From an optimization exercise on the open Yosys and OpenROAD flow, aimed at small area; shortcuts taken in it are not production practice.
Only simulation tests tie the RTL to the original design; equivalence was not proved.
No activity file was given, so power comes from the tool's default toggle rates. No driver is modelled on the clock port, so clocking that relies on it looks cheaper here than on a real chip.

// tcam_pmt
module tcam_pmt #(
    parameter DATA_WIDTH = 32,
    parameter ADDR_WIDTH = 5,
    parameter DEPTH = 32
) (
    input  wire                      clk,
    input  wire                      rst_n,
    input  wire                      wr_en,
    input  wire [ADDR_WIDTH-1:0]     wr_addr,
    input  wire [DATA_WIDTH-1:0]     wr_data,
    input  wire [DATA_WIDTH-1:0]     wr_mask,
    input  wire                      search_en,
    input  wire [DATA_WIDTH-1:0]     search_key,
    output reg  [DEPTH-1:0]          matchlines,
    output reg                       match_found,
    output reg  [ADDR_WIDTH-1:0]     match_addr,
    output wire [DEPTH-1:0]          entry_valid
);
For scale: about 6,200 cells after synthesis, ~72,000 µm² of cells after synthesis.
==> flow/config.mk <==
export PLATFORM = sky130hd
export DESIGN_NAME = tcam_pmt
export DESIGN_NICKNAME = tcam_pmt
export VERILOG_FILES = /design/flow/design.v
export SDC_FILE = /design/flow/constraint.sdc
export NUM_CORES = 4
export LEC_CHECK = 0
export CAP_MARGIN = 20
export CORE_MARGIN = 2
export CORE_UTILIZATION = 60
export CTS_BUF_LIST = sky130_fd_sc_hd__clkbuf_16
export CTS_CLUSTER_DIAMETER = 60
export CTS_CLUSTER_SIZE = 30
export SLEW_MARGIN = 20
export SYNTH_HIERARCHICAL = 1
==> flow/constraint.sdc <==
create_clock -name core_clock -period 5.0 [get_ports {clk}]
set_input_delay 1.0000 -clock core_clock [delete_from_list [all_inputs] [get_ports {clk}]]
set_output_delay 1.0000 -clock core_clock [all_outputs]
set_load 0.01 [all_outputs]
standard.sh (not shown) runs the stock make flow with config.mk's settings and CLKGATE_MAP_FILE= SYNTH_SCRIPT=/design/flow/synth_recipe.tcl, a recipe that flattens the netlist after the stock synthesis.
==> flow/flow/run.sh <==
#!/bin/bash
# Layout flow: the standard ORFS flow (standard.sh, with the standard
# synthesis unchanged), with two changes passed to ORFS as its own variables:
#  - port buffers use a small buffer cell (buffer_ports -buffer_cell); every
#    input and output port still gets its buffer;
#  - clock tree synthesis runs without dummy loads, with the sink clustering
#    given here.
# make's full output goes to flow_make.log in the work folder; ORFS writes each
# step's own log under orfs/logs/.
set -euo pipefail
export BUFFER_PORTS_ARGS="-buffer_cell sky130_fd_sc_hd__buf_2"
export CTS_ARGS="-sink_clustering_enable -repair_clock_nets -sink_clustering_size 32 -sink_clustering_max_diameter 66 -buf_list sky130_fd_sc_hd__clkbuf_16 -dont_use_dummy_load"
bash standard.sh > flow_make.log 2>&1
Next try:
--- a/flow/flow/run.sh
+++ b/flow/flow/run.sh
@@ -11,3 +11,3 @@
 export BUFFER_PORTS_ARGS="-buffer_cell sky130_fd_sc_hd__buf_2"
-export CTS_ARGS="-sink_clustering_enable -repair_clock_nets -sink_clustering_size 32 -sink_clustering_max_diameter 66 -buf_list sky130_fd_sc_hd__clkbuf_16 -dont_use_dummy_load"
+export CTS_ARGS="-sink_clustering_enable -repair_clock_nets -sink_clustering_size 30 -sink_clustering_max_diameter 60 -buf_list sky130_fd_sc_hd__clkbuf_16 -dont_use_dummy_load"
 bash standard.sh > flow_make.log 2>&1
- CORE_UTILIZATION: 60 -> 72
Via count increases by a few percent. Non-clock buffer count decreases by 6. Fmax decreases by a few percent. Final cell count decreases by a few percent. Routed wire length decreases by a few percent. Global-route usage increases by 6.7 points. Clock skew hardly moves. Core utilization increases by 13 points. Worst setup slack loses 86 ps. Sequential share of layout area increases by 0.28 points.
Next try:
--- a/flow/flow/run.sh
+++ b/flow/flow/run.sh
@@ -11,3 +11,3 @@
 export BUFFER_PORTS_ARGS="-buffer_cell sky130_fd_sc_hd__buf_2"
-export CTS_ARGS="-sink_clustering_enable -repair_clock_nets -sink_clustering_size 30 -sink_clustering_max_diameter 60 -buf_list sky130_fd_sc_hd__clkbuf_16 -dont_use_dummy_load"
+export CTS_ARGS="-sink_clustering_enable -repair_clock_nets -sink_clustering_size 26 -sink_clustering_max_diameter 80 -buf_list sky130_fd_sc_hd__clkbuf_16 -dont_use_dummy_load"
 bash standard.sh > flow_make.log 2>&1
- CORE_UTILIZATION: 72 -> 60
Clock power is lower by about a fifth.
Total power is lower by a few percent.
Setup slack gains 120 ps.
Wire length is higher by a few percent.
Die area is higher by about a fifth.
First-iteration DRC count is lower by about a fifth.
Global-route usage is lower by 7.0 points.
Core utilization is lower by 14 points.
Area after synthesis is unchanged.

---

Starting RTL as in the previous note.
==> flow/config.mk <==
export PLATFORM = sky130hd
export DESIGN_NAME = tcam_pmt
export DESIGN_NICKNAME = tcam_pmt
export VERILOG_FILES = /design/flow/design.v
export SDC_FILE = /design/flow/constraint.sdc
export NUM_CORES = 4
export LEC_CHECK = 0
export CAP_MARGIN = 20
export CORE_MARGIN = 2
export CORE_UTILIZATION = 60
export CTS_BUF_LIST = sky130_fd_sc_hd__clkbuf_16
export CTS_CLUSTER_DIAMETER = 60
export CTS_CLUSTER_SIZE = 30
export SLEW_MARGIN = 20
export SYNTH_HIERARCHICAL = 1
==> flow/constraint.sdc <==
create_clock -name core_clock -period 5.0 [get_ports {clk}]
set_input_delay 1.0000 -clock core_clock [delete_from_list [all_inputs] [get_ports {clk}]]
set_output_delay 1.0000 -clock core_clock [all_outputs]
set_load 0.01 [all_outputs]
==> flow/flow/run.sh <==
#!/bin/bash
# Layout flow: the standard ORFS flow (standard.sh, with the standard
# synthesis unchanged), with two changes passed to ORFS as its own variables:
#  - port buffers use a small buffer cell (buffer_ports -buffer_cell); every
#    input and output port still gets its buffer;
#  - clock tree synthesis runs without dummy loads, with the sink clustering
#    given here.
# make's full output goes to flow_make.log in the work folder; ORFS writes each
# step's own log under orfs/logs/.
set -euo pipefail
export BUFFER_PORTS_ARGS="-buffer_cell sky130_fd_sc_hd__buf_2"
export CTS_ARGS="-sink_clustering_enable -repair_clock_nets -sink_clustering_size 30 -sink_clustering_max_diameter 100 -buf_list sky130_fd_sc_hd__clkbuf_16 -dont_use_dummy_load"
bash standard.sh > flow_make.log 2>&1
The first run produced a clean layout.
Change:
--- a/flow/flow/run.sh
+++ b/flow/flow/run.sh
@@ -10,4 +10,4 @@
 set -euo pipefail
 export BUFFER_PORTS_ARGS="-buffer_cell sky130_fd_sc_hd__buf_2"
-export CTS_ARGS="-sink_clustering_enable -repair_clock_nets -sink_clustering_size 30 -sink_clustering_max_diameter 100 -buf_list sky130_fd_sc_hd__clkbuf_16 -dont_use_dummy_load"
+export CTS_ARGS="-sink_clustering_enable -repair_clock_nets -sink_clustering_size 30 -sink_clustering_max_diameter 60 -buf_list sky130_fd_sc_hd__clkbuf_16 -dont_use_dummy_load"
 bash standard.sh > flow_make.log 2>&1
Outcome: Hold slack got worse by 0.067 ns. Area after synthesis does not change. Critical path depth does not change. Global-route usage increases by 0.39 points. Die area is unchanged. Fmax went up by 1.1%. Total power is higher by 6.6%. First-iteration DRC count falls by 4.0%.
Change:
==> flow/run.sh (new file) <==
#!/bin/bash
# synth_recipe.tcl (not shown) runs the flow's synth.tcl, then flattens the netlist and writes it again
# the make line also repeats each setting of config.mk as NAME=value (left out here)
make -C /OpenROAD-flow-scripts/flow DESIGN_CONFIG=/design/flow/config.mk WORK_HOME=/design/flow/orfs CLKGATE_MAP_FILE= SYNTH_SCRIPT=/design/flow/synth_recipe.tcl finish
removed: flow/flow/run.sh
removed: flow/standard.sh
Result: Clock-buffer cell count came out higher by 10; worst hold slack loses 0.034 ns; register-to-register slack loses 0.52 ns; first-iteration DRC count came out lower by 1.2%; combinational power came out higher by about 2%; utilization came out higher by 2.1 points; die area does not change; power came out higher by 5.7%; sequential power is about the same; cell count came out higher by 1.6%; design area came out higher by 3.2%.

==> separate check: timing with driven ports <==
The flow's constraints put no driver on any port. The routed layouts listed below were extracted and timed again, unchanged, in two steps. Step 1 assumes that a clkbuf_16 drives the clock port and a buf_2 every other input. Step 2 moves the port delays by t, midway between the first and last clock arrival at a register: inputs arrive t later, outputs are due t later. That takes back most of the time a late clock gives input paths. a / b / c = ideal ports / drivers / drivers and shift; a / b = the first two.
| run | t, ns | setup WS [ns] | worst data-port slew with drivers (ns) |
|---|---|---|---|
| the first run of note 1 | 0.871 | 1.384 / 1.436 / 0.565 | 0.20 |
| the second run of note 1 | 0.835 | 1.299 / 1.360 / 0.525 | 0.15 |
| the third run of note 1 | 0.800 | 1.420 / 1.470 / 0.670 | 0.18 |
| the first run of note 2 | 0.802 | 1.339 / 1.388 / 0.586 | 0.17 |
| the second run of note 2 | 0.869 | 1.377 / 1.426 / 0.557 | 0.19 |
| the third run of note 2 | 0.895 | 1.313 / 1.298 / 0.402 | 0.14 |
After both steps every run listed still meets setup and hold. The setup slack of the third run of note 2, which loses most, moves by -0.015 ns with the drivers and by -0.911 ns with both steps.
